Context: an optimization exercise on an open-source flow, tuned for small area and a short achievable clock period. The choices shown serve that exercise and are no tape-out recipe. RTL that was checked went through simulation tests only; none was proved equivalent to the original. Power figures rest on the tool's default switching activity, not on a simulated workload.

## fjord
==> flow/design.v <==
`timescale 1ns / 1ps
module matriscarpici #(parameter M=8)(
    input clk,
    input rst,
    input [M-1:0] matris_veri,
    input matris_gecerli,
    output reg [2*M+1:0] carpim_veri,
    output reg carpim_gecerli
    );
    reg [4:0] n;           
    reg [1:0] k;           
    reg [M-1:0] d0_r, d1_r;  
    reg [3:0] i_r;         
    reg t_r;               
    reg [M+3:0] p0l, p0h, p1l, p1h;  
    reg pv;                
    reg [M-1:0] s [0:7];   
    reg [2*M+1:0] f0, g0, f1, g1;  
    wire take = matris_gecerli && !n[4];
    wire shift_a = t_r && (!i_r[3] || i_r[0]);
    wire clr = !n[4] && !n[3];
    wire [2*M+1:0] sum0 = f0 + p0l + {p0h, 4'd0};
    wire [2*M+1:0] sum1 = f1 + p1l + {p1h, 4'd0};
    wire out_sum = !rst && n[4] && !k[1] && pv;
    wire [2*M+1:0] out_held = (rst || !n[4]) ? {(2*M+2){1'b0}} :
                              k[1] ? (k[0] ? g1 : f1) : g0;
    integer j;
    always @(posedge clk) begin
        d0_r <= matris_veri;
        d1_r <= matris_veri;
        i_r <= n[3:0];
        t_r <= take && !rst;
        if (shift_a) begin
            for (j = 0; j < 7; j = j + 1)
                s[j] <= s[j+1];
            s[7] <= d0_r;
        end
        p0l <= s[0] * d0_r[3:0];
        p0h <= s[0] * d0_r[7:4];
        p1l <= s[4] * d1_r[3:0];
        p1h <= s[4] * d1_r[7:4];
        pv <= t_r && i_r[3];
        if (clr) begin
            f0 <= 0;
            g0 <= 0;
            f1 <= 0;
            g1 <= 0;
        end else if (pv) begin
            f0 <= g0;
            g0 <= sum0;
            f1 <= g1;
            g1 <= sum1;
        end
        carpim_veri <= out_sum ? sum0 : out_held;
        carpim_gecerli <= !rst && n[4];
        if (rst) begin
            n <= 0;
            k <= 0;
        end else if (n[4]) begin
            k <= k + 1;
            if (k == 2'd3)
                n <= 0;
        end else if (take) begin
            n <= n + 1;
        end
    end
endmodule
export LEC_CHECK = 0
export CAP_MARGIN = 20
export CORE_MARGIN = 2
export CORE_UTILIZATION = 40
export SETUP_SLACK_MARGIN = 5
export SLEW_MARGIN = 20
create_clock -name core_clock -period 9.5 [get_ports {clk}]
standard.sh (not shown) runs the stock make flow with config.mk's settings and CLKGATE_MAP_FILE= SYNTH_SCRIPT=/design/flow/synth_recipe.tcl, a recipe that flattens the netlist after the stock synthesis.
==> flow/flow/run.sh <==
#!/bin/bash
# Standard layout with extra ORFS make settings from flow/make_args.txt
# (repair-timing margin and similar); the full make output goes to standard.log.
args=$(cat flow/make_args.txt)
bash standard.sh $args finish > standard.log 2>&1
==> flow/flow/make_args.txt <==
SETUP_SLACK_MARGIN=6.5
Input-level comparison between amber and fjord:
diff --git a/flow/design.v b/flow/design.v
--- a/flow/design.v
+++ b/flow/design.v
@@ -9,8 +9,9 @@
     );
     reg [4:0] n;           
     reg [1:0] k;           
     reg [M-1:0] d0_r, d1_r;  
+    reg [M+1:0] t_r3;      
     reg [3:0] i_r;         
     reg t_r;               
     reg [M+3:0] p0l, p0h, p1l, p1h;  
     reg pv;                
@@ -18,8 +19,19 @@
     reg [2*M+1:0] f0, g0, f1, g1;  
     wire take = matris_gecerli && !n[4];
     wire shift_a = t_r && (!i_r[3] || i_r[0]);
     wire clr = !n[4] && !n[3];
+    wire [M+1:0] r0 [0:3];
+    wire [M+1:0] r1 [0:3];
+    genvar q;
+    generate
+        for (q = 0; q < 4; q = q + 1) begin : rows
+            wire [1:0] a0 = s[0][2*q+1:2*q];
+            wire [1:0] a1 = s[4][2*q+1:2*q];
+            assign r0[q] = a0[1] ? (a0[0] ? t_r3 : {1'b0, d0_r, 1'b0}) : (a0[0] ? {2'b00, d0_r} : {(M+2){1'b0}});
+            assign r1[q] = a1[1] ? (a1[0] ? t_r3 : {1'b0, d1_r, 1'b0}) : (a1[0] ? {2'b00, d1_r} : {(M+2){1'b0}});
+        end
+    endgenerate
     wire [2*M+1:0] sum0 = f0 + p0l + {p0h, 4'd0};
     wire [2*M+1:0] sum1 = f1 + p1l + {p1h, 4'd0};
     wire out_sum = !rst && n[4] && !k[1] && pv;
     wire [2*M+1:0] out_held = (rst || !n[4]) ? {(2*M+2){1'b0}} :
@@ -27,19 +39,20 @@
     integer j;
     always @(posedge clk) begin
         d0_r <= matris_veri;
         d1_r <= matris_veri;
+        t_r3 <= {2'b00, matris_veri} + {1'b0, matris_veri, 1'b0};
         i_r <= n[3:0];
         t_r <= take && !rst;
         if (shift_a) begin
             for (j = 0; j < 7; j = j + 1)
                 s[j] <= s[j+1];
             s[7] <= d0_r;
         end
-        p0l <= s[0] * d0_r[3:0];
-        p0h <= s[0] * d0_r[7:4];
-        p1l <= s[4] * d1_r[3:0];
-        p1h <= s[4] * d1_r[7:4];
+        p0l <= r0[0] + {r0[1], 2'b00};
+        p0h <= r0[2] + {r0[3], 2'b00};
+        p1l <= r1[0] + {r1[1], 2'b00};
+        p1h <= r1[2] + {r1[3], 2'b00};
         pv <= t_r && i_r[3];
         if (clr) begin
             f0 <= 0;
             g0 <= 0;
Findings:
Lower worst slew slack as a fraction of its limit was reported by amber, not fjord.
From fjord to amber the numbers moved as follows: peak per-stage delay on the critical path fell by 200 ps; clock network power went up by 4.0%.
The final reports for amber and fjord show synthesized cell count lower in the former.
Between amber and fjord, the total placed instance area is higher for fjord.
amber vs fjord, routed wire length went up by 1.9%.
Relative to fjord, the pin count of the biggest net entering global routing measured on amber has increased by a few percent.
Looking at synthesized area across amber and fjord, the one that comes out lower is amber.
Of the two candidates, fjord has the worse total die area and amber the better one.
Density: amber sparser than fjord
[compare] base=fjord new=amber: time the worst path needs with I/O delays and setup decreased by 380 ps relative to the old numbers; number of sinks handled by clock tree synthesis increased by 9 relative to the old numbers; worst setup slack increased by 380 ps relative to the old numbers.
Cmp amber and fjord / flop and latch count out of synthesis / lower: fjord
No functional check of the RTL was part of fjord.

-- static timing again, ports no longer ideal --
The results above use ideal ports. As a check the final layouts listed here were re-extracted and re-timed, cells and wires unchanged.
Step 1 sets driving cells, clkbuf_16 on the clock port and buf_2 on the other inputs (assumed; they add their load-dependent delay and slew).
Step 2, shift: input delay + t, output delay - t, t = (earliest + latest rising clock arrival at the registers) / 2. This alone moves slack from input paths to output paths.
Three values: no drivers, after step 1, after step 2; two values: the first two.
run	t (ns)	setup slack, ns	latest minus earliest clock arrival (ns)	worst register clock-pin slew, ns	worst data-port slew with drivers (ns)
fjord	0.568	6.153 / 6.153 / 6.153	0.019 / 0.019	0.06 / 0.06	0.03
amber	0.570	6.530 / 6.484 / 6.045	0.016 / 0.017	0.06 / 0.06	0.03
After both steps every run listed still meets setup and hold. The setup slack of amber, which loses most, moves by -0.046 ns with the drivers and by -0.485 ns with both steps.
